This is an optimization exercise on Yosys and OpenROAD, whose aim is a short achievable clock period and few clock cycles, not a production implementation.
No functional check of the RTL was part of this run.
No activity file was given, so power comes from the tool's default toggle rates.

==> design/flow/design.v <==
module ALU#(parameter DATA_LEN = 16)(input clk, input rst, input [1:0] ALU_OP, input tr1_wr_en, input alu_en, input tr2_wr_en, input [DATA_LEN-1:0] data_1, input [DATA_LEN-1:0] data_2, output [DATA_LEN-1:0] tr1_out, output [DATA_LEN-1:0] tr2_out, output reg [DATA_LEN-1:0] alu_out, output negative);
	localparam add = 0;
	localparam sub = 1;
	localparam or_op = 2;
	localparam and_op = 3;
	reg [DATA_LEN-1:0] tr1;
	reg [DATA_LEN-1:0] tr2;
	assign tr1_out = tr1;
	assign tr2_out = tr2;
	assign negative = alu_out[DATA_LEN-1];
	always@(posedge clk or negedge rst)begin
		if(~rst)begin
			tr1 <= 'b0;
			tr2 <= 'b0;
		end
		else begin
			if(tr1_wr_en)begin
				tr1 <= data_1;
			end
			if(tr2_wr_en)begin
				tr2 <= data_2;
			end
		end
	end
	always@*begin
		case(ALU_OP)
			add: alu_out = tr1 + tr2;
			sub: alu_out = tr1 - tr2;
			or_op: alu_out = tr1 | tr2;
			default: alu_out = tr1 & tr2;
		endcase
	end
endmodule
module REGISTER_FILE#(parameter ADDRESS_LEN = 4, DATA_LEN = 16)(input clk, input rst, input rf_wr_en, input [ADDRESS_LEN-1:0] rd_addr, input [ADDRESS_LEN-1:0] wr_addr, input [DATA_LEN-1:0] wr_data, output [DATA_LEN-1:0] rd_data);
	wire [DATA_LEN-1:0] mem [(2**ADDRESS_LEN)-1:0];
	assign rd_data = mem[rd_addr];
	genvar g;
	generate
		for(g=0; g<(2**ADDRESS_LEN); g=g+1)begin : regs
			reg [DATA_LEN-1:0] r;
			assign mem[g] = r;
			if(g == 0)begin : r0
				always@(posedge clk or negedge rst)begin
					if(~rst)begin
						r <= 'b0;
					end
					else if(rf_wr_en && (wr_addr == g))begin
						r <= wr_data;
					end
				end
			end
			else begin : rn
				always@(posedge clk)begin
					if(rst && rf_wr_en && (wr_addr == g))begin
						r <= wr_data;
					end
				end
			end
		end
	endgenerate
endmodule
module PROGRAM_COUNTER#(parameter POINTER_LEN = 16, DATA_LEN = 16)(input clk, input rst, input pc_src, input pc_wr_en, input [DATA_LEN-1:0] data, output [POINTER_LEN-1:0] instruction_ptr);
	reg [POINTER_LEN-1:0] next_instruction_ptr;
	reg [POINTER_LEN-1:0] present_instruction_ptr;
	always@* begin
		if(pc_src)begin
			next_instruction_ptr = data;
		end
		else begin
			next_instruction_ptr = present_instruction_ptr + 1'b1;
		end
	end
	always@(posedge clk or negedge rst)begin
		if(~rst)begin
			present_instruction_ptr <= 'b0;
		end
		else if(pc_wr_en)begin
			present_instruction_ptr <= next_instruction_ptr;
		end
	end
	assign instruction_ptr = present_instruction_ptr;
endmodule
module INSTRUCTION_REGISTER#(parameter INSTRUCTION_LEN = 16)(input clk, input rst, input ir_wr_en, input [INSTRUCTION_LEN-1:0] instruction_in, output [INSTRUCTION_LEN-1:0] instruction);
	reg [INSTRUCTION_LEN-1:0] instruction_reg;
	assign instruction = instruction_reg;
	always@(posedge clk or negedge rst)begin
		if(~rst)begin
			instruction_reg <= 'b0;
		end
		else if(ir_wr_en)begin
			instruction_reg <= instruction_in;
		end
	end
endmodule
	module INSTRUCTION_MEM_#(parameter INSTRUCTION_LEN = 16, INSTRUCTION_MEM_SIZE = 8, IPR_SIZE = 8)(input clk, input rst, input ipr_write, input [INSTRUCTION_MEM_SIZE-1:0] instruction_ptr, output [INSTRUCTION_LEN-1:0] instruction,
	output [INSTRUCTION_MEM_SIZE-1:0] imem_addr, input [INSTRUCTION_LEN-1:0] imem_data);
	localparam IPR_PTR_SIZE = $clog2(IPR_SIZE);
	reg [INSTRUCTION_LEN-1:0] ipr_mem [IPR_SIZE-1:0];	 
	reg [INSTRUCTION_MEM_SIZE-IPR_PTR_SIZE-1:0] ipr_mem_offset [IPR_SIZE-1:0];	 
	reg [IPR_SIZE-1:0] ipr_mem_valid;	 
	wire [INSTRUCTION_LEN-1:0] instruction_ipr, instruction_i_mem;
	wire [INSTRUCTION_LEN-1:0] spo;
	reg [INSTRUCTION_MEM_SIZE-1:0] instruction_mem_rd_ptr;
	wire [INSTRUCTION_MEM_SIZE-1:0] a;
	wire valid;
	reg a_sel;
	reg [15:0] count,total;
	assign imem_addr = a;
	assign spo = imem_data;
	integer i,j;
	wire [IPR_PTR_SIZE-1:0] ipr_rd_ptr;
	wire [INSTRUCTION_MEM_SIZE-IPR_PTR_SIZE-1:0] offset_addr, ins_ptr_msb;
	wire [IPR_PTR_SIZE-1:0] ipr_wr_ptr;
	assign offset_addr = ipr_mem_offset[instruction_ptr[IPR_PTR_SIZE-1:0]];
	assign ins_ptr_msb = instruction_ptr[INSTRUCTION_MEM_SIZE-1:IPR_PTR_SIZE];
	assign ipr_rd_ptr = instruction_ptr[IPR_PTR_SIZE-1:0];
	assign ipr_wr_ptr = instruction_mem_rd_ptr[IPR_PTR_SIZE-1:0];
	assign a = ipr_write?instruction_mem_rd_ptr:instruction_ptr;
	always@(posedge clk or negedge rst)begin
		if(~rst)begin
			count <= 'b0;
		end
		else if(valid)begin
			count<=count+1'b1;
		end
	end
	always@(posedge clk or negedge rst)begin
		if(~rst)begin
			total <= 'b0;
		end
		else begin
			total<=total+1'b1;
		end
	end
	always@(posedge clk or negedge rst)begin
		if(~rst)begin
			a_sel <= 1'b0;
			ipr_mem_valid <= 'b0;
			instruction_mem_rd_ptr <= 'b0;
		end
		else if(ipr_write)begin
			a_sel <= 1'b0;
			ipr_mem_valid[ipr_wr_ptr] <= 1'b1;
			if(valid)begin
				instruction_mem_rd_ptr <= instruction_mem_rd_ptr+1'b1;
			end
			else begin
				instruction_mem_rd_ptr <= instruction_ptr+1'b1;
			end
		end
		else begin
			a_sel <= 1'b1;
		end
	end
	always@(posedge clk)begin
		if(rst & ipr_write)begin
			ipr_mem[ipr_wr_ptr] <= spo;
			ipr_mem_offset[ipr_wr_ptr] <= instruction_mem_rd_ptr[INSTRUCTION_MEM_SIZE-1:IPR_PTR_SIZE];
		end
	end
	assign instruction_i_mem = spo;
	assign instruction_ipr = ipr_mem[ipr_rd_ptr];
	assign valid = (ipr_mem_valid[ipr_rd_ptr] && (offset_addr == ins_ptr_msb))?1'b1:1'b0;
	assign instruction = valid?instruction_ipr:instruction_i_mem;
endmodule
module CONTROLLER_#(parameter INSTRUCTION_LEN = 16)(input clk, input rst, input neg, input [INSTRUCTION_LEN-1:0] instruction, output reg pc_wr_en, output reg pc_src, output reg ir_wr_en, output reg ipr_wr_en, output reg rf_wr_en, output reg tr1_wr_en, output reg tr2_wr_en, output reg alu_en, output reg [3:0] db_0_s, output reg [3:0] db_1_s, output reg [1:0] alu_op, output reg dm_wr_en);
	localparam reset_state = 50;
	localparam s0 = 0;
	localparam s1 = 1;
	localparam s1_ = 23;
	localparam s2 = 2;
	localparam s2_ = 24;
	localparam s3 = 3;
	localparam s4 = 4;
	localparam s4_ = 27;
	localparam s5 = 5;
	localparam s6 = 6;
	localparam s7 = 7;
	localparam s8 = 8;
	localparam s7_ = 25;
	localparam s8_ = 26;
	localparam s9 = 9;
	localparam s10 = 10;
	localparam s11 = 11;
	localparam s12 = 12;
	localparam s13 = 13;
	localparam s14 = 14;
	localparam s15 = 15;
	localparam s16 = 16;
	localparam s17 = 17;
	localparam s18 = 18;
	localparam s19 = 19;
	localparam s20 = 20;
	localparam s21 = 21;
	localparam s22 = 22;
	localparam r_format = 0;
	localparam beq = 1;
	localparam ld = 2;
	localparam sd = 3;
	localparam add = 0;
	localparam sub = 1;
	localparam or_op = 2;
	localparam and_op = 3;
	wire [1:0] opcode;
	wire [1:0] alu_op_ins;
	wire [3:0] rd;
	wire [3:0] rs1;
	wire [3:0] rs2;
	wire [3:0] offset;
	reg [5:0] present_state, next_state;
	assign opcode = instruction[INSTRUCTION_LEN-1:INSTRUCTION_LEN-2];
	assign alu_op_ins = instruction[INSTRUCTION_LEN-3:INSTRUCTION_LEN-4];
	assign rd = ((opcode == r_format) | (opcode == ld))?instruction[INSTRUCTION_LEN-5:INSTRUCTION_LEN-8] : 'b0;
	assign rs1 = ((opcode == r_format) | (opcode == beq) | (opcode == sd))?instruction[INSTRUCTION_LEN-9:INSTRUCTION_LEN-12] : instruction[INSTRUCTION_LEN-13:INSTRUCTION_LEN-16];
	assign rs2 = ((opcode == r_format) | (opcode == beq) | (opcode == sd))?instruction[INSTRUCTION_LEN-13:INSTRUCTION_LEN-16] : 'b0;
	assign offset = ((opcode == beq) | (opcode == ld) | (opcode == sd))?(((opcode == beq) | (opcode == sd))?instruction[INSTRUCTION_LEN-5:INSTRUCTION_LEN-8] : instruction[INSTRUCTION_LEN-9:INSTRUCTION_LEN-12]) : 'b0;
	always@* begin
		case(present_state)
			reset_state: begin
					pc_wr_en = 1'b0;
					pc_src = 'b0;
					ipr_wr_en = 1'b1;
					ir_wr_en = 1'b0;
					rf_wr_en = 1'b0;
					tr1_wr_en = 1'b0;
					tr2_wr_en = 1'b0;
					alu_en = 1'b0;
					db_0_s = 4'b0000;
					db_1_s = 4'b0000;
					alu_op = 'b0;
					dm_wr_en = 1'b0;
				end
			s0: begin
					pc_wr_en = 1'b0;
					pc_src = 'b0;
					ipr_wr_en = 1'b0;
					ir_wr_en = 1'b1;
					rf_wr_en = 1'b0;
					tr1_wr_en = 1'b0;
					tr2_wr_en = 1'b0;
					alu_en = 1'b0;
					db_0_s = 4'b0000; 
					db_1_s = 4'b0001; 
					alu_op = 'b0;
					dm_wr_en = 1'b0;
				end
			s1: begin
					pc_wr_en = 1'b0;
					pc_src = 'b0;
					ipr_wr_en = 1'b0;
					ir_wr_en = 1'b0;
					rf_wr_en = 1'b0;
					tr1_wr_en = 1'b0;
					tr2_wr_en = 1'b0;
					alu_en = 1'b0;
					db_0_s = 4'b0010; 
					db_1_s = 4'b0000;
					alu_op = 'b0;
					dm_wr_en = 1'b0;
				end
			s2: begin
					pc_wr_en = 1'b0;
					pc_src = 'b0;
					ipr_wr_en = 1'b0;
					ir_wr_en = 1'b0;
					rf_wr_en = 1'b0;
					tr1_wr_en = 1'b1;
					tr2_wr_en = 1'b0;
					alu_en = 1'b0;
					db_0_s = 4'b0000;
					db_1_s = 4'b0010; 
					alu_op = 'b0;
					dm_wr_en = 1'b0;
				end
			s1_: begin
					pc_wr_en = 1'b0;
					pc_src = 'b0;
					ipr_wr_en = 1'b0;
					ir_wr_en = 1'b0;
					rf_wr_en = 1'b0;
					tr1_wr_en = 1'b0;
					tr2_wr_en = 1'b0;
					alu_en = 1'b0;
					db_0_s = 4'b0011; 
					db_1_s = 4'b0000;
					alu_op = 'b0;
					dm_wr_en = 1'b0;
				end
			s2_: begin
					pc_wr_en = 1'b0;
					pc_src = 'b0;
					ipr_wr_en = 1'b0;
					ir_wr_en = 1'b0;
					rf_wr_en = 1'b0;
					tr1_wr_en = 1'b0;
					tr2_wr_en = 1'b1;
					alu_en = 1'b0;
					db_0_s = 4'b0000;
					db_1_s = 4'b0011; 
					alu_op = 'b0;
					dm_wr_en = 1'b0;
				end
			s3: begin
					pc_wr_en = 1'b0;
					pc_src = 'b0;
					ipr_wr_en = 1'b0;
					ir_wr_en = 1'b0;
					rf_wr_en = 1'b0;
					tr1_wr_en = 1'b0;
					tr2_wr_en = 1'b0;
					alu_en = 1'b1;
					db_0_s = 4'b0000;
					db_1_s = 4'b0000;
					alu_op = sub;
					dm_wr_en = 1'b0;
				end
			s4: begin
					pc_wr_en = 1'b0;
					pc_src = 'b0;
					ipr_wr_en = 1'b0;
					ir_wr_en = 1'b0;
					rf_wr_en = 1'b0;
					tr1_wr_en = 1'b1;
					tr2_wr_en = 1'b0;
					alu_en = 1'b0;
					db_0_s = 4'b0000;
					db_1_s = 4'b0000; 
					alu_op = 'b0;
					dm_wr_en = 1'b0;
				end
			s4_: begin
					pc_wr_en = 1'b0;
					pc_src = 'b0;
					ipr_wr_en = 1'b0;
					ir_wr_en = 1'b0;
					rf_wr_en = 1'b0;
					tr1_wr_en = 1'b0;
					tr2_wr_en = 1'b1;
					alu_en = 1'b0;
					db_0_s = 4'b0000;
					db_1_s = 4'b0100; 
					alu_op = 'b0;
					dm_wr_en = 1'b0;
				end
			s5: begin
					pc_wr_en = 1'b1;
					pc_src = 1'b1;
					ipr_wr_en = 1'b1;
					ir_wr_en = 1'b0;
					rf_wr_en = 1'b0;
					tr1_wr_en = 1'b0;
					tr2_wr_en = 1'b1;
					alu_en = 1'b1;
					db_0_s = 4'b0110; 
					db_1_s = 4'b0101; 
					alu_op = alu_op_ins;
					dm_wr_en = 1'b0;
				end
			s6: begin
					pc_wr_en = 1'b1;
					pc_src = 1'b0;
					ipr_wr_en = 1'b1;
					ir_wr_en = 1'b0;
					rf_wr_en = 1'b0;
					tr1_wr_en = 1'b0;
					tr2_wr_en = 1'b0;
					alu_en = 1'b0;
					db_0_s = 4'b0110; 
					db_1_s = 4'b0000; 
					alu_op = 'b0;
					dm_wr_en = 1'b0;
				end
			s7: begin
					pc_wr_en = 1'b0;
					pc_src = 'b0;
					ipr_wr_en = 1'b0;
					ir_wr_en = 1'b0;
					rf_wr_en = 1'b0;
					tr1_wr_en = 1'b0;
					tr2_wr_en = 1'b0;
					alu_en = 1'b0;
					db_0_s = 4'b0010; 
					db_1_s = 4'b0000;
					alu_op = 'b0;
					dm_wr_en = 1'b0;
				end
			s8: begin
					pc_wr_en = 1'b0;
					pc_src = 'b0;
					ipr_wr_en = 1'b0;
					ir_wr_en = 1'b0;
					rf_wr_en = 1'b0;
					tr1_wr_en = 1'b1;
					tr2_wr_en = 1'b0;
					alu_en = 1'b0;
					db_0_s = 4'b0000;
					db_1_s = 4'b0010; 
					alu_op = 'b0;
					dm_wr_en = 1'b0;
				end
			s7_: begin
					pc_wr_en = 1'b0;
					pc_src = 'b0;
					ipr_wr_en = 1'b0;
					ir_wr_en = 1'b0;
					rf_wr_en = 1'b0;
					tr1_wr_en = 1'b0;
					tr2_wr_en = 1'b0;
					alu_en = 1'b0;
					db_0_s = 4'b0011; 
					db_1_s = 4'b0000;
					alu_op = 'b0;
					dm_wr_en = 1'b0;
				end
			s8_: begin
					pc_wr_en = 1'b0;
					pc_src = 'b0;
					ipr_wr_en = 1'b0;
					ir_wr_en = 1'b0;
					rf_wr_en = 1'b0;
					tr1_wr_en = 1'b0;
					tr2_wr_en = 1'b1;
					alu_en = 1'b0;
					db_0_s = 4'b0000;
					db_1_s = 4'b0011; 
					alu_op = 'b0;
					dm_wr_en = 1'b0;
				end
			s9: begin
					pc_wr_en = 1'b0;
					pc_src = 'b0;
					ipr_wr_en = 1'b0;
					ir_wr_en = 1'b0;
					rf_wr_en = 1'b0;
					tr1_wr_en = 1'b0;
					tr2_wr_en = 1'b1;
					alu_en = 1'b1;
					db_0_s = 4'b0111; 
					db_1_s = 4'b0101; 
					alu_op = alu_op_ins;
					dm_wr_en = 1'b0;
				end
			s10: begin
					pc_wr_en = 1'b0;
					pc_src = 'b0;
					ipr_wr_en = 1'b0;
					ir_wr_en = 1'b0;
					rf_wr_en = 1'b1;
					tr1_wr_en = 1'b0;
					tr2_wr_en = 1'b0;
					alu_en = 1'b0;
					db_0_s = 4'b0000;
					db_1_s = 4'b1010; 
					alu_op = 'b0;
					dm_wr_en = 1'b0;
				end
			s11: begin
					pc_wr_en = 1'b0;
					pc_src = 'b0;
					ipr_wr_en = 1'b0;
					ir_wr_en = 1'b0;
					rf_wr_en = 1'b0;
					tr1_wr_en = 1'b1;
					tr2_wr_en = 1'b0;
					alu_en = 1'b0;
					db_0_s = 4'b0000;
					db_1_s = 4'b0100; 
					alu_op = 'b0;
					dm_wr_en = 1'b0;
				end
			s12: begin
					pc_wr_en = 1'b0;
					pc_src = 'b0;
					ipr_wr_en = 1'b0;
					ir_wr_en = 1'b0;
					rf_wr_en = 1'b0;
					tr1_wr_en = 1'b0;
					tr2_wr_en = 1'b0;
					alu_en = 1'b0;
					db_0_s = 4'b0010; 
					db_1_s = 4'b0000;
					alu_op = 'b0;
					dm_wr_en = 1'b0;
				end
			s13: begin
					pc_wr_en = 1'b0;
					pc_src = 'b0;
					ipr_wr_en = 1'b0;
					ir_wr_en = 1'b0;
					rf_wr_en = 1'b0;
					tr1_wr_en = 1'b0;
					tr2_wr_en = 1'b1;
					alu_en = 1'b0;
					db_0_s = 4'b0000;
					db_1_s = 4'b0010; 
					alu_op = 'b0;
					dm_wr_en = 1'b0;
				end
			s14: begin
					pc_wr_en = 1'b0;
					pc_src = 'b0;
					ipr_wr_en = 1'b0;
					ir_wr_en = 1'b0;
					rf_wr_en = 1'b0;
					tr1_wr_en = 1'b0;
					tr2_wr_en = 1'b1;
					alu_en = 1'b1;
					db_0_s = 4'b0101; 
					db_1_s = 4'b0000; 
					alu_op = alu_op_ins;
					dm_wr_en = 1'b0;
				end
			s15: begin
					pc_wr_en = 1'b0;
					pc_src = 'b0;
					ipr_wr_en = 1'b0;
					ir_wr_en = 1'b0;
					rf_wr_en = 1'b0;
					tr1_wr_en = 1'b1;
					tr2_wr_en = 1'b0;
					alu_en = 1'b0;
					db_0_s = 4'b0000;
					db_1_s = 4'b1110; 
					alu_op = 'b0;
					dm_wr_en = 1'b0;
				end
			s16: begin
					pc_wr_en = 1'b0;
					pc_src = 'b0;
					ipr_wr_en = 1'b0;
					ir_wr_en = 1'b0;
					rf_wr_en = 1'b0;
					tr1_wr_en = 1'b0;
					tr2_wr_en = 1'b0;
					alu_en = 1'b0;
					db_0_s = 4'b0111; 
					db_1_s = 4'b0000;
					alu_op = 'b0;
					dm_wr_en = 1'b0;
				end
			s17: begin
					pc_wr_en = 1'b0;
					pc_src = 'b0;
					ipr_wr_en = 1'b0;
					ir_wr_en = 1'b0;
					rf_wr_en = 1'b1;
					tr1_wr_en = 1'b0;
					tr2_wr_en = 1'b0;
					alu_en = 1'b0;
					db_0_s = 4'b0000; 
					db_1_s = 4'b1011; 
					alu_op = 'b0;
					dm_wr_en = 1'b0;
				end
			s18: begin
					pc_wr_en = 1'b0;
					pc_src = 'b0;
					ipr_wr_en = 1'b0;
					ir_wr_en = 1'b0;
					rf_wr_en = 1'b0;
					tr1_wr_en = 1'b1;
					tr2_wr_en = 1'b0;
					alu_en = 1'b1;
					db_0_s = 4'b0000;
					db_1_s = 4'b0101; 
					alu_op = alu_op_ins;
					dm_wr_en = 1'b0;
				end
			s19: begin
					pc_wr_en = 1'b0;
					pc_src = 'b0;
					ipr_wr_en = 1'b0;
					ir_wr_en = 1'b0;
					rf_wr_en = 1'b0;
					tr1_wr_en = 1'b0;
					tr2_wr_en = 1'b0;
					alu_en = 1'b0;
					db_0_s = 4'b0011; 
					db_1_s = 4'b0000;
					alu_op = 'b0;
					dm_wr_en = 1'b0;
				end
			s20: begin
					pc_wr_en = 1'b0;
					pc_src = 'b0;
					ipr_wr_en = 1'b0;
					ir_wr_en = 1'b0;
					rf_wr_en = 1'b0;
					tr1_wr_en = 1'b0;
					tr2_wr_en = 1'b1;
					alu_en = 1'b0;
					db_0_s = 4'b0000;
					db_1_s = 4'b0011; 
					alu_op = 'b0;
					dm_wr_en = 1'b0;
				end
			s21: begin
					pc_wr_en = 1'b0;
					pc_src = 'b0;
					ipr_wr_en = 1'b0;
					ir_wr_en = 1'b0;
					rf_wr_en = 1'b0;
					tr1_wr_en = 1'b1;
					tr2_wr_en = 1'b0;
					alu_en = 1'b1;
					db_0_s = 4'b1011;
					db_1_s = 4'b0000; 
					alu_op = 'b0;
					dm_wr_en = 1'b0;
				end
			s22: begin
					pc_wr_en = 1'b0;
					pc_src = 'b0;
					ipr_wr_en = 1'b0;
					ir_wr_en = 1'b0;
					rf_wr_en = 1'b0;
					tr1_wr_en = 1'b0;
					tr2_wr_en = 1'b1;
					alu_en = 1'b0;
					db_0_s = 4'b0000; 
					db_1_s = 4'b1010; 
					alu_op = 'b0;
					dm_wr_en = 1'b1;
				end
			default: begin
					pc_wr_en = 1'b0;
					pc_src = 'b0;
					ipr_wr_en = 1'b0;
					ir_wr_en = 1'b0;
					rf_wr_en = 1'b0;
					tr1_wr_en = 1'b0;
					tr2_wr_en = 1'b0;
					alu_en = 1'b0;
					db_0_s = 4'b0000;
					db_1_s = 4'b0000;
					alu_op = 'b0;
					dm_wr_en = 1'b0;
				end
		endcase
	end
	always@* begin
		case(present_state)
			reset_state: next_state = s0;
			s0: begin
				case(opcode)
					beq: next_state = s1;
					r_format: next_state = s7;
					ld: next_state = s11;
					sd: next_state = s11;
					default: next_state = reset_state;
				endcase
				end
			s1: next_state = s2;
			s2: next_state = s1_;
			s1_: next_state = s2_;
			s2_: next_state = s3;
			s3: begin
					if(neg)begin
						next_state = s4;
					end
					else begin
						next_state = s6;
					end
				end
			s4: next_state = s4_;
			s4_: next_state = s5;
			s5: next_state = s0;
			s6: next_state = s0;
			s7: next_state = s8;
			s8: next_state = s7_;
			s7_: next_state = s8_;
			s8_: next_state = s9;
			s9: next_state = s10;
			s10: next_state = s6;
			s11: next_state = s12;
			s12: next_state = s13;
			s13: begin
					if(opcode == ld)begin
						next_state = s14;
					end
					else if(opcode==sd)begin
						next_state = s18;
					end
					else begin
						next_state = reset_state;
					end
				end
			s14: next_state = s15;
			s15: next_state = s16;
			s16: next_state = s17;
			s17: next_state = s6;
			s18: next_state = s19;
			s19: next_state = s20;
			s20: next_state = s21;
			s21: next_state = s22;
			s22: next_state = s6;
			default: next_state = reset_state;
		endcase
	end
	always@(posedge clk or negedge rst)begin
		if(~rst)begin
			present_state <= reset_state;
		end
		else begin
			present_state <= next_state;
		end
	end
endmodule
module MULTI_CYCLE_PROCESSOR#(parameter INSTRUCTION_LEN = 16, INSTRUCTION_MEM_SIZE = 8, DATA_LEN = 16)(input clk ,input reset, output reg [DATA_LEN-1:0] res,
	output [INSTRUCTION_MEM_SIZE-1:0] imem_addr, input [INSTRUCTION_LEN-1:0] imem_data,
	output [4:0] dmem_addr, input [DATA_LEN-1:0] dmem_rdata, output [DATA_LEN-1:0] dmem_wdata, output dmem_we);
	localparam IPR_SIZE = 8;
	localparam ADDRESS_LEN = 4;
	localparam DATA_MEM_SIZE = 5;
	localparam r_format = 0;
	localparam beq = 1;
	localparam ld = 2;
	localparam sd = 3;
	localparam add = 0;
	localparam sub = 1;
	localparam or_op = 2;
	localparam and_op = 3;
	wire [1:0] opcode;
	wire [1:0] alu_op_ins;
	wire [3:0] rd;
	wire [3:0] rs1;
	wire [3:0] rs2;
	wire [3:0] offset;
	reg [1:0] reset_sync;
	reg [DATA_LEN-1:0] data_bus_0;
	reg [DATA_LEN-1:0] data_bus_1;
	wire [DATA_LEN-1:0] data_1;
	wire [DATA_LEN-1:0] data_2;
	reg [DATA_MEM_SIZE-1:0] dm_rd_ptr;
	reg [DATA_MEM_SIZE-1:0] dm_wr_ptr;
	reg [ADDRESS_LEN-1:0] rf_rd_addr;
	reg [ADDRESS_LEN-1:0] rf_wr_addr;
	wire [DATA_LEN-1:0] rf_wr_data;
	wire [DATA_LEN-1:0] dm_wr_data;
	wire rst;
	wire [DATA_LEN-1:0] alu_out;
	wire [INSTRUCTION_MEM_SIZE-1:0] instruction_ptr;
	wire [INSTRUCTION_LEN-1:0] instruction;
	wire [INSTRUCTION_LEN-1:0] instruction_ir;
	wire if_zero;
	wire pc_wr_en;
	wire pc_src;
	wire ir_wr_en;
	wire ipr_wr_en;
	wire rf_wr_en;
	wire tr1_wr_en;
	wire tr2_wr_en;
	wire alu_en;
	wire [3:0] db_0_s;
	wire [3:0] db_1_s;
	wire [1:0] alu_op;
	wire dm_wr_en;
	wire negative;
	wire [DATA_LEN-1:0] rf_rd_data;
	wire [DATA_LEN-1:0] dm_rd_data;
	wire [DATA_LEN-1:0] tr1;
	wire [DATA_LEN-1:0] tr2;
	wire [INSTRUCTION_LEN-1:0] instruction_ctrl;
	assign instruction_ctrl = ir_wr_en ? instruction : instruction_ir;
	assign if_zero = (alu_out=='b0)?1'b0:1'b1;
	assign rst = reset_sync[0];
	assign opcode = instruction_ir[INSTRUCTION_LEN-1:INSTRUCTION_LEN-2];
	assign alu_op_ins = instruction_ir[INSTRUCTION_LEN-3:INSTRUCTION_LEN-4];
	assign rd = ((opcode == r_format) | (opcode == ld))?instruction_ir[INSTRUCTION_LEN-5:INSTRUCTION_LEN-8] : 'b0;
	assign rs1 = ((opcode == r_format) | (opcode == beq) | (opcode == sd))?instruction_ir[INSTRUCTION_LEN-9:INSTRUCTION_LEN-12] : instruction_ir[INSTRUCTION_LEN-13:INSTRUCTION_LEN-16];
	assign rs2 = ((opcode == r_format) | (opcode == beq) | (opcode == sd))?instruction_ir[INSTRUCTION_LEN-13:INSTRUCTION_LEN-16] : 'b0;
	assign offset = ((opcode == beq) | (opcode == ld) | (opcode == sd))?(((opcode == beq) | (opcode == sd))?instruction_ir[INSTRUCTION_LEN-5:INSTRUCTION_LEN-8] : instruction_ir[INSTRUCTION_LEN-9:INSTRUCTION_LEN-12]) : 'b0;
	assign data_1 = data_bus_1;
	assign data_2 = data_bus_1;
	assign rf_wr_data = data_bus_1;
	assign dm_wr_data = data_bus_1;
	always@(posedge clk or negedge rst)begin
		if(~rst)begin
			rf_rd_addr <= 'b0;
			rf_wr_addr <= 'b0;
			dm_rd_ptr <= 'b0;
			dm_wr_ptr <= 'b0;
		end
		else begin
			rf_rd_addr <= data_bus_0;
			rf_wr_addr <= data_bus_0;
			dm_rd_ptr <= data_bus_0;
			dm_wr_ptr <= data_bus_0;
		end
	end
	always@(posedge clk or negedge reset)begin
		if(~reset)begin
			reset_sync <= 'b0;
		end
		else begin
			reset_sync[1] <= 1'b1;
			reset_sync[0] <= reset_sync[1];
		end
	end
	always@(posedge clk or negedge rst)begin
		if(~rst)begin
			res <= 'b0;
		end
		else if((opcode == r_format) && alu_en)begin
			res <= alu_out;
		end
	end
	always@*begin
		case(db_0_s)
			4'b0000: data_bus_0 = instruction_ptr;
			4'b0001: data_bus_0 = instruction;
			4'b0010: data_bus_0 = rs1;
			4'b0011: data_bus_0 = rs2;
			4'b0100: data_bus_0 = offset;
			4'b0101: data_bus_0 = alu_out;
			4'b0110: data_bus_0 = instruction_ptr;  
			4'b0111: data_bus_0 = rd;
			4'b1110: data_bus_0 = dm_rd_data;
			4'b1011: data_bus_0 = tr1;
			4'b1010: data_bus_0 = tr2;
			default: data_bus_0 = 'b0;
		endcase
		case(db_1_s)
			4'b0000: data_bus_1 = instruction_ptr;
			4'b0001: data_bus_1 = instruction;
			4'b0010: data_bus_1 = rf_rd_data;
			4'b0011: data_bus_1 = rf_rd_data;
			4'b0100: data_bus_1 = offset;
			4'b0101: data_bus_1 = alu_out;
			4'b0110: data_bus_1 = instruction_ptr;  
			4'b0111: data_bus_1 = rd;
			4'b1110: data_bus_1 = dm_rd_data;
			4'b1011: data_bus_1 = tr1;
			4'b1010: data_bus_1 = tr2;
			default: data_bus_1 = 'b0;
		endcase
	end			
	PROGRAM_COUNTER#(.POINTER_LEN(INSTRUCTION_MEM_SIZE), .DATA_LEN(DATA_LEN)) program_counter(.clk(clk),.rst(rst),.pc_src(pc_src),.pc_wr_en(pc_wr_en),.data(data_bus_1),.instruction_ptr(instruction_ptr));
	INSTRUCTION_MEM_#(.INSTRUCTION_LEN(INSTRUCTION_LEN),.INSTRUCTION_MEM_SIZE(INSTRUCTION_MEM_SIZE),.IPR_SIZE(IPR_SIZE)) instruction_memory(.clk(clk),.rst(rst),.ipr_write(ipr_wr_en),.instruction_ptr(instruction_ptr),.instruction(instruction),.imem_addr(imem_addr),.imem_data(imem_data));
	INSTRUCTION_REGISTER#(.INSTRUCTION_LEN(INSTRUCTION_LEN)) instruction_register(.clk(clk),.rst(rst),.ir_wr_en(ir_wr_en),.instruction_in(instruction),.instruction(instruction_ir));
	CONTROLLER_#(.INSTRUCTION_LEN(INSTRUCTION_LEN)) controller(.clk(clk),.rst(rst),.neg(negative),.instruction(instruction_ctrl),.pc_wr_en(pc_wr_en),.pc_src(pc_src),.ir_wr_en(ir_wr_en),.ipr_wr_en(ipr_wr_en),.rf_wr_en(rf_wr_en),.tr1_wr_en(tr1_wr_en),.tr2_wr_en(tr2_wr_en),.alu_en(alu_en),.db_0_s(db_0_s),.db_1_s(db_1_s),.alu_op(alu_op),.dm_wr_en(dm_wr_en));
	ALU#(.DATA_LEN(DATA_LEN)) alu(.clk(clk),.rst(rst),.ALU_OP(alu_op),.tr1_wr_en(tr1_wr_en),.alu_en(alu_en),.tr2_wr_en(tr2_wr_en),.data_1(data_1),.data_2(data_2),.tr1_out(tr1),.tr2_out(tr2),.alu_out(alu_out), .negative(negative));
	REGISTER_FILE#(.ADDRESS_LEN(ADDRESS_LEN),.DATA_LEN(DATA_LEN)) register_file(.clk(clk),.rst(rst),.rf_wr_en(rf_wr_en),.rd_addr(rf_rd_addr),.wr_addr(rf_wr_addr),.wr_data(rf_wr_data),.rd_data(rf_rd_data));
	assign dmem_addr = dm_wr_ptr;
	assign dmem_wdata = dm_wr_data;
	assign dmem_we = dm_wr_en;
	assign dm_rd_data = dmem_rdata;
endmodule
==> design/flow/run.sh <==
#!/bin/bash
# synth_recipe.tcl (not shown) runs the flow's synth.tcl, then flattens the netlist and writes it again
# the make line also repeats each setting of config.mk as NAME=value (left out here)
make -C /OpenROAD-flow-scripts/flow DESIGN_CONFIG=/design/flow/config.mk WORK_HOME=/design/flow/orfs CLKGATE_MAP_FILE= SYNTH_SCRIPT=/design/flow/synth_recipe.tcl finish
==> design/flow/config.mk <==
export PLATFORM = sky130hd
export DESIGN_NAME = MULTI_CYCLE_PROCESSOR
export DESIGN_NICKNAME = MULTI_CYCLE_PROCESSOR
export VERILOG_FILES = /design/flow/design.v
export SDC_FILE = /design/flow/constraint.sdc
export NUM_CORES = 4
export LEC_CHECK = 0
export CAP_MARGIN = 20
export CORE_MARGIN = 2
export CORE_UTILIZATION = 40
export SLEW_MARGIN = 20
==> design/flow/constraint.sdc <==
create_clock -name core_clock -period 8.0 [get_ports {clk}]
set_input_delay 1.6000 -clock core_clock [delete_from_list [all_inputs] [get_ports {clk}]]
set_output_delay 1.6000 -clock core_clock [all_outputs]
set_load 0.01 [all_outputs]
==> impl_metrics.env <==
export IMPL_clock_tree_htree_level_count=2
export IMPL_dr_pass1_iters=6
export IMPL_grt_overflow=0
export IMPL_relative_contribution_of_combinational_cells_to_total_power_pct=43.6
export IMPL_ant_nets=0
export IMPL_path_max_fanout=18
export IMPL_cts_sinks=525
export IMPL_maxCapViolCount=0
export IMPL_multi_input_comb_area_sq_um=8050
export IMPL_remaining_drc_errors=0
export IMPL_die_width_microns=247
export IMPL_number_of_buffer_and_inverter_instances_along_the_worst_setup_path=3
export IMPL_critical_path_sink_type="output port"
export IMPL_timing_worst_setup_path_type="reg -> out"
export IMPL_grtUsageTotal_pct=23.7
export IMPL_synth_seq_cells=525
export IMPL_layout_top_registers="register_file.regs.r (256), instruction_memory.ipr_mem (128), instruction_memory.ipr_mem_offset (40)"
export IMPL_finalCriticalPeriod_ns=7.73
export IMPL_top_ff_cell_synth="sky130_fd_sc_hd__edfxtp_1"
export IMPL_timing_fmax_mhz=129
export IMPL_clk_latency_ns=0.62
export IMPL_post_route_cells_drive_above_1_share_pct=15.4
export IMPL_synthesis_yosys_warnings=7
export IMPL_max_flop_register="register_file.regs.r"
export IMPL_critical_path_cell_chain="or3b_1, a2111oi_1, a311oi_2, buf_4, nand2b_1, a21oi_1, ha_1, nor2b_1, o31ai_1, a211oi_2, o211ai_1, a31oi_1, xnor2_1, nand2_1, o2111ai_2, buf_4, clkdlybuf4s50_1"
export IMPL_p_int_mw=7.22
export IMPL_worst_setup_path_start_kind="flip-flop"
export IMPL_synthesis_area_sq_um=23700
export IMPL_synth_distinct_cells=89
export IMPL_path_clk_slew_ns=0.07
export IMPL_fin_skew_ns=0.0360
export IMPL_floorplan_core_area_sq_um=58800
export IMPL_power_switching_mw=4.88
export IMPL_grt_start_max_net_pins=129
export IMPL_synth_async_reset_ratio_pct=22.3
export IMPL_hpwlAfterDp_microns=48000
export IMPL_fin_nets=1940
export IMPL_vdd_drop_max_mv=0.248
export IMPL_finalSetupViolations=0
export IMPL_postCtsSetupBuffers=0
export IMPL_routed_wire_length_per_instance_microns=26.7
export IMPL_fin_setup_tns_ns=0
export IMPL_syn_nets=1840
export IMPL_final_hold_viol_count=0
export IMPL_cell_count_after_placement=2600
export IMPL_power_share_sequential_pct=35.2
export IMPL_die_height_microns=247
export IMPL_maxSlewHeadroom_pct=23.1
export IMPL_place_gp_congestion=0.932
export IMPL_via_per_inst=6.03
export IMPL_cells_after_synthesis=1782
export IMPL_critical_path_slowest_cell="sky130_fd_sc_hd__clkdlybuf4s50_1"
export IMPL_critical_path_max_stage_delay_ns=0.58
export IMPL_synth_sequential_area_ratio_pct=64.0
export IMPL_maxSlewViolCount=0
export IMPL_crit_arrival_ns=6.13
export IMPL_cts_path_max_buffers=3
export IMPL_power_frac_clock_pct=21.2
export IMPL_pwr_density_cell_nw_per_um2=439
export IMPL_synthesis_area_per_instance_sq_um=13.3
export IMPL_synth_edf_count=408
export IMPL_final_min_period_over_clock_period_pct=96.6
export IMPL_routed_wl_microns=72100
export IMPL_portBuffers=79
export IMPL_detailroute_via_count=16300
export IMPL_worst_path_most_repeated_cell="sky130_fd_sc_hd__buf_4"
export IMPL_boundaryPins=80
export IMPL_flip_flop_count_of_the_largest_register_all_copies_and_words_added=256
export IMPL_worst_pin_slew_ns=1.15
export IMPL_fillcell_total=5244
export IMPL_power_switching_share_pct=40.3
export IMPL_rows=89
export IMPL_outcome="no timing/DRC/antenna violations"
export IMPL_cts_hold_fix_buffers=0
export IMPL_die_outline_area_sq_um=61200
export IMPL_resized_after_cts=0
export IMPL_unrepaired_setup_endpoints_after_global_routing="yes"
export IMPL_initial_core_utilization_pct=40.3
export IMPL_clock_root_buffer="sky130_fd_sc_hd__clkbuf_16"
export IMPL_cpLargestDelayFamily="compound AO/OA/AOI/OAI gates"
export IMPL_grt_pass1_vias=16100
export IMPL_tritoncts="built"
export IMPL_power_static_leakage_nw=9.74
export IMPL_worstHoldPathType="reg -> reg"
export IMPL_instances_no_fill=2700
export IMPL_seq_area_sq_um=15200
export IMPL_area_growth_syn_to_layout_pct=16.3
export IMPL_global_route_wire_length_before_repair_microns=107000
export IMPL_initialDrtViolationCount=1948
export IMPL_critical_path_required_ns=6.40
export IMPL_cts_buffers_inserted=53
export IMPL_grt_antenna_before_repair=2
-- power groups by stage --
stage / Clock, mW / Sequential, mW / Combinational [mW]
finish: 2.56 / 4.26 / 5.27
global route: 2.72 / 4.32 / 5.66
CTS: 2.61 / 4.26 / 5.23
detailed placement: 0 / 4.31 / 5.20
global placement: 0 / 4.30 / 5.17
floorplan: 0 / 4.04 / 3.27
-- cell usage in the layout, fill, tap and decap left out, types with 14 or more instances in the layout --
cell                              count
sky130_fd_sc_hd__edfxtp_1           408
sky130_fd_sc_hd__nand2_1            155
sky130_fd_sc_hd__dfrtp_1            109
sky130_fd_sc_hd__nor2_1             100
sky130_fd_sc_hd__a21oi_1             94
sky130_fd_sc_hd__o21ai_0             94
sky130_fd_sc_hd__buf_4               80
sky130_fd_sc_hd__clkdlybuf4s50_1     79
sky130_fd_sc_hd__clkbuf_16           54
sky130_fd_sc_hd__a22oi_1             52
sky130_fd_sc_hd__mux4_2              43
sky130_fd_sc_hd__mux2i_1             37
sky130_fd_sc_hd__nand3_1             37
sky130_fd_sc_hd__inv_1               29
sky130_fd_sc_hd__a21o_1              26
sky130_fd_sc_hd__mux2_2              26
sky130_fd_sc_hd__a22o_1              25
sky130_fd_sc_hd__a221oi_1            24
sky130_fd_sc_hd__a31oi_1             23
sky130_fd_sc_hd__ha_1                23
sky130_fd_sc_hd__xnor2_1             22
sky130_fd_sc_hd__nor3_1              20
sky130_fd_sc_hd__xor2_1              19
sky130_fd_sc_hd__o211ai_1            19
sky130_fd_sc_hd__nand2b_1            17
sky130_fd_sc_hd__a222oi_1            16
sky130_fd_sc_hd__and3_1              15
sky130_fd_sc_hd__clkinv_2            15
sky130_fd_sc_hd__nor2b_1             14
-- final timing paths --
path / from / to / slack (ns) / cells past startpoint
hold reg to reg: reset_sync[1] / reset_sync[0] / 0.35 / 0
setup / recovery: controller.present_state[2] / dmem_wdata[15] / 0.27 / 17
hold / removal: reset_sync[1] / reset_sync[0] / 0.35 / 0
min in group asynchronous: reset_sync[0] / program_counter.present_instruction_ptr[1] / 0.48 / 1
max in group asynchronous: reset / reset_sync[0] / 6.70 / 1
setup reg to reg: controller.present_state[2] / alu.tr2[13] / 2.71 / 17
-- area by class of cell --
class	count	area share (%)
Clock buffer	63	5.02
Sequential cell	525	55.1
Inverter	31	0.422
Antenna cell	1	0.00908
Multi-Input combinational cell	1110	29.2
Clock inverter	36	1.50
Timing Repair Buffer	161	5.22
Tap cell	773	3.51
-- synthesized netlist by cell type, types with 16 or more instances --
cell type,n,share of area [%]
sky130_fd_sc_hd__nand2_1,155,2.5
sky130_fd_sc_hd__a22oi_1,52,1.6
sky130_fd_sc_hd__ha_1,23,1.2
sky130_fd_sc_hd__o211ai_1,19,0.60
sky130_fd_sc_hd__dfrtp_1,114,12
sky130_fd_sc_hd__nand3_1,37,0.78
sky130_fd_sc_hd__buf_2,22,0.46
sky130_fd_sc_hd__xor2_1,19,0.70
sky130_fd_sc_hd__nor3_1,28,0.59
sky130_fd_sc_hd__mux2i_1,37,1.6
sky130_fd_sc_hd__a22o_1,25,0.92
sky130_fd_sc_hd__xnor2_1,22,0.81
sky130_fd_sc_hd__mux2_2,26,1.2
sky130_fd_sc_hd__edfxtp_1,408,52
sky130_fd_sc_hd__clkbuf_1,73,1.2
sky130_fd_sc_hd__and3_1,19,0.50
sky130_fd_sc_hd__mux4_2,43,4.1
sky130_fd_sc_hd__nand2b_1,17,0.45
sky130_fd_sc_hd__a31oi_1,23,0.61
sky130_fd_sc_hd__a222oi_1,16,0.68
sky130_fd_sc_hd__o21ai_0,94,2.0
sky130_fd_sc_hd__a221oi_1,24,0.89
sky130_fd_sc_hd__a21o_1,26,0.82
sky130_fd_sc_hd__nor2_1,104,1.6
sky130_fd_sc_hd__inv_1,29,0.46
sky130_fd_sc_hd__a21oi_1,96,2.0
-- per-stage QoR --
stage | setup slack (ns) | util (%) | hold slack (ns) | cell area (sq um) | power (mW)
floorplan | 2.06 | - | 0.331 | 23700 | 7.31
global placement | 0.857 | 43.7 | 0.340 | 25700 | 9.47
CTS | 0.142 | 46.8 | 0.352 | 27500 | 12.1
global route | -0.0190 | 46.9 | 0.354 | 27600 | 12.7
finish | 0.274 | 46.9 | 0.352 | 27600 | 12.1
detailed placement | 0.812 | 43.8 | 0.337 | 25700 | 9.51
-- layer usage --
metal | vias up | global-route usage (%) | wire, microns
met3 | 128 | 3.78 | 5090
met5 | - | 0 | 0
li1 | 7167 | - | -
met4 | 0 | 8.56 | 2750
met2 | 716 | 38.2 | 34100
met1 | 8277 | 32.4 | 30200
-- cells by family after synthesis --
family	Yosys count	share of synthesized area (%)
AOI/OAI and AO/OA	491	14.4
xor gates and xnor gates	41	1.51
adders and majority gates	33	1.68
buffers and inverters	147	2.62
DFF	525	64.0
muxes	106	6.88
other	1	0.0158
and+or+nand+nor	438	8.90
-- worst reg2reg max path: stages, from the launching register on --
cell and delay, ns:
sky130_fd_sc_hd__dfrtp_1 0.56, sky130_fd_sc_hd__or3b_1 0.51, sky130_fd_sc_hd__a2111oi_1 0.46, sky130_fd_sc_hd__a311oi_2 0.09, sky130_fd_sc_hd__buf_4 0.20, sky130_fd_sc_hd__nand2b_1 0.35
sky130_fd_sc_hd__a21oi_1 0.32, sky130_fd_sc_hd__ha_1 0.27, sky130_fd_sc_hd__nor2b_1 0.14, sky130_fd_sc_hd__o31ai_1 0.50, sky130_fd_sc_hd__a211oi_2 0.20, sky130_fd_sc_hd__o211ai_1 0.34
sky130_fd_sc_hd__nand2_1 0.09, sky130_fd_sc_hd__a21oi_1 0.18, sky130_fd_sc_hd__xor2_1 0.20, sky130_fd_sc_hd__o211ai_1 0.20, sky130_fd_sc_hd__buf_4 0.28, sky130_fd_sc_hd__mux2_2 0.27

==> re-timing with driven ports <==
Ports are ideal in the flow. The routed layout listed here was re-timed in OpenROAD. Step 1 assumes that a clkbuf_16 drives the clock port and a buf_2 every other input. Step 2 moves the port delays by t, midway between the first and last clock arrival at a register: inputs arrive t later, outputs are due t later. That takes back most of the time a late clock gives input paths. Three values: ideal ports, drivers, drivers and shift; two values: the first two.
t (ns): 0.658
setup slack, ns: 0.274 / 0.214 / 0.872
hold WS [ns]: 0.352 / 0.352 / 0.352
latest minus earliest clock arrival (ns): 0.036 / 0.036
worst slew at a driven data input, ns: 0.06
After both steps this run still meets setup and hold. For this run, drivers alone change the setup slack by -0.060 ns; drivers and shift together by +0.598 ns.
